From an optimization exercise on the open Yosys and OpenROAD flow, aimed at small area and a short achievable clock period; shortcuts taken in it are not production practice. Function was checked by simulation only, so behaviour that the tests miss may differ from the original. No activity file was given, so power comes from the tool's default toggle rates.

Setup of try-juniper:
## mac
module mac(input clk, input rst, input [15:0] x, input [15:0] y, output [31:0] acc);
reg r0_0;
reg r1_0;
reg r2_0;
reg r3_0;
reg r4_0;
reg r5_0;
reg r6_0;
reg r6_1;
reg r7_0;
reg r7_1;
reg r8_0;
reg r8_1;
reg r9_0;
reg r9_1;
reg r10_0;
reg r10_1;
reg r11_0;
reg r11_1;
reg r12_0;
reg r12_1;
reg r13_0;
reg r13_1;
reg r14_0;
reg r14_1;
reg r15_0;
reg r15_1;
reg r16_0;
reg r16_1;
reg r17_0;
reg r17_1;
reg r18_0;
reg r18_1;
reg r19_0;
reg r19_1;
reg r20_0;
reg r20_1;
reg r21_0;
reg r21_1;
reg r22_0;
reg r22_1;
reg r23_0;
reg r23_1;
reg r24_0;
reg r24_1;
reg r25_0;
reg r25_1;
reg r26_0;
reg r26_1;
reg r27_0;
reg r27_1;
reg r28_0;
reg r28_1;
reg r29_0;
reg r29_1;
reg r30_0;
reg r30_1;
reg r31_0;
reg rci;
wire p1;
wire p2;
wire p3;
wire p4;
wire p5;
wire p6;
wire p7;
wire p8;
wire p9;
wire p10;
wire p11;
wire p12;
wire p13;
wire p14;
wire p15;
wire p16;
wire p17;
wire p18;
wire p19;
wire p20;
wire p21;
wire p22;
wire p23;
wire p24;
wire p25;
wire p26;
wire p27;
wire p28;
wire p29;
wire p30;
wire p31;
wire p32;
wire p33;
wire p34;
wire p35;
wire p36;
wire p37;
wire p38;
wire p39;
wire p40;
wire p41;
wire p42;
wire p43;
wire p44;
wire p45;
wire p46;
wire p47;
wire p48;
wire p49;
wire p50;
wire p51;
wire p52;
wire p53;
wire p54;
wire p55;
  ...
clock: 18.0 ns
lec_check: 0
cap_margin: 20
core_margin: 2
core_utilization: 40
slew_margin: 20
synth_hierarchical: 1
synth_minimum_keep_size: 0
setup_slack_margin: 11.5
dont_buffer_ports: 1
pre_global_place_tcl: /design/flow/flow/ports.tcl
cts_args: -sink_clustering_enable -repair_clock_nets -dont_use_dummy_load 
standard.sh (not shown) runs the stock make flow with config.mk's settings and CLKGATE_MAP_FILE= SYNTH_SCRIPT=/design/flow/synth_recipe.tcl, a recipe that flattens the netlist after the stock synthesis.
==> flow/flow/run.sh <==
#!/bin/bash
# Layout: the standard ORFS flow (standard.sh, standard synthesis), with
#  - timing repair aimed at a setup slack of flow/margin ns, so the resizer
#    works on the real critical paths even though the clock period is loose,
#  - port buffers placed by flow/ports.tcl (every port gets its own buffer,
#    a stronger one on the inputs, which each drive 16 gates),
#  - a clock tree without dummy balancing loads and with the buffers in flow/cts.
# standard.log here holds make's output; ORFS's own logs are in orfs/logs.
set -euo pipefail
M=$(cat flow/margin)
CTS_EXTRA=$(cat flow/cts 2>/dev/null || true)
cat >> config.mk <<EOC
export SETUP_SLACK_MARGIN = $M
export DONT_BUFFER_PORTS = 1
export PRE_GLOBAL_PLACE_TCL = $PWD/flow/ports.tcl
export CTS_ARGS = -sink_clustering_enable -repair_clock_nets -dont_use_dummy_load $CTS_EXTRA
EOC
bash standard.sh > standard.log 2>&1
==> flow/flow/cts <==

==> flow/flow/margin <==
11.5
==> flow/flow/ports.tcl <==
# Buffer every input and output port (run before global placement).
puts "Perform port buffering (flow/ports.tcl)..."
buffer_ports -inputs -buffer_cell sky130_fd_sc_hd__buf_4
buffer_ports -outputs -buffer_cell sky130_fd_sc_hd__buf_1
#### Input delta (try-willow over try-juniper)
Settings: SKIP_GATE_CLONING: unset -> 1; SETUP_SLACK_MARGIN: 11.5 -> 11.2; DONT_BUFFER_PORTS: 1 -> unset; PRE_GLOBAL_PLACE_TCL: /design/flow/flow/ports.tcl -> unset; BUFFER_PORTS_ARGS: unset -> -buffer_cell sky130_fd_sc_hd__buf_1.
==> flow/flow/run.sh <==
#!/bin/bash
# Layout: the standard ORFS flow (standard.sh, standard synthesis), with
#  - timing repair aimed at a setup slack of flow/margin ns, so the resizer
#    works on the real critical paths even though the clock period is loose
#    (no gate cloning, so each port keeps exactly one buffer),
#  - the standard port buffering (every port gets its own buffer), with the
#    buffer cell in flow/portbuf,
#  - a clock tree without dummy balancing loads, extra CTS options in flow/cts.
# standard.log here holds make's output; ORFS's own logs are in orfs/logs.
set -euo pipefail
M=$(cat flow/margin)
PB=$(cat flow/portbuf)
CTS_EXTRA=$(cat flow/cts 2>/dev/null || true)
cat >> config.mk <<EOC
export SETUP_SLACK_MARGIN = $M
export SKIP_GATE_CLONING = 1
export BUFFER_PORTS_ARGS = -buffer_cell $PB
export CTS_ARGS = -sink_clustering_enable -repair_clock_nets -dont_use_dummy_load $CTS_EXTRA
EOC
bash standard.sh > standard.log 2>&1
==> flow/flow/margin <==
11.2
==> flow/flow/portbuf (new file) <==
sky130_fd_sc_hd__buf_1
removed: flow/flow/ports.tcl
Results
Run comparison: try-juniper end point of the critical path acc[27]; try-willow end point of the critical path r20_1$_DFF_P_. Summary of try-willow over try-juniper: clock-pin transition on the worst setup and hold timing paths stayed essentially flat; longest individual stage delay on the worst path rose by 180 ps. After synthesis and placement, the instance count of try-willow is above that of try-juniper. Setup slack in try-willow is smaller than in try-juniper. Going from try-juniper to try-willow, fraction of area in multi-input gates now sits lower; power attributed to the clock group comparable.
Edits applied to the flow inputs when going from try-willow to try-delta:
Settings: CTS_ARGS: -sink_clustering_enable -repair_clock_nets -dont_use_dummy_load  -> -sink_clustering_enable -repair_clock_nets -dont_use_dummy_load -buf_list sky130_fd_sc_hd__clkbuf_4 -root_buf sky130_fd_sc_hd__clkbuf_8; CORE_UTILIZATION: 40 -> 70; PLACE_DENSITY: unset -> 0.8.
==> flow/flow/cts <==
-buf_list sky130_fd_sc_hd__clkbuf_4 -root_buf sky130_fd_sc_hd__clkbuf_8
- Looking at worst ir drop on vdd, try-delta sits 0.038 mV higher than try-willow does.
- | worst path required time | higher: try-delta |
- Against try-willow, try-delta comes in 13 points higher on global-route usage.
- Number of global-route vias before repair (higher): try-willow
- From try-willow to try-delta, cell count of the worst hold path did not move at all.

separate check: timing with driven ports:
In the flow no input, the clock included, has a driving cell. The finished layouts below were timed again as built, in two steps. Step 1: set_driving_cell puts a clkbuf_16 on clk and a buf_2 on each other input, an assumption about the parent block. Step 2, shift: input delay + t, output delay - t, t = (earliest + latest rising clock arrival at the registers) / 2. This alone moves slack from input paths to output paths. Slacks: ideal / step 1 / step 2; pairs: ideal / step 1.
| run | t (ns) | setup slack, ns | hold slack, ns | worst slew at a driven data input, ns | pins driven straight from the clock port |
|---|---|---|---|---|---|
| try-juniper | 0.386 | 11.605 / 11.300 / 10.914 | 0.624 / 0.624 / 0.624 | 1.13 | 1 |
| try-willow | 0.382 | 11.266 / 11.272 / 10.890 | 0.627 / 0.627 / 0.627 | 0.07 | 1 |
| try-delta | 0.398 | 11.286 / 11.276 / 10.878 | 0.628 / 0.628 / 0.628 | 0.08 | 1 |
After both steps setup and hold are still met in every run listed. For try-juniper, which loses most, drivers alone change the setup slack by -0.305 ns; drivers and shift together by -0.691 ns.
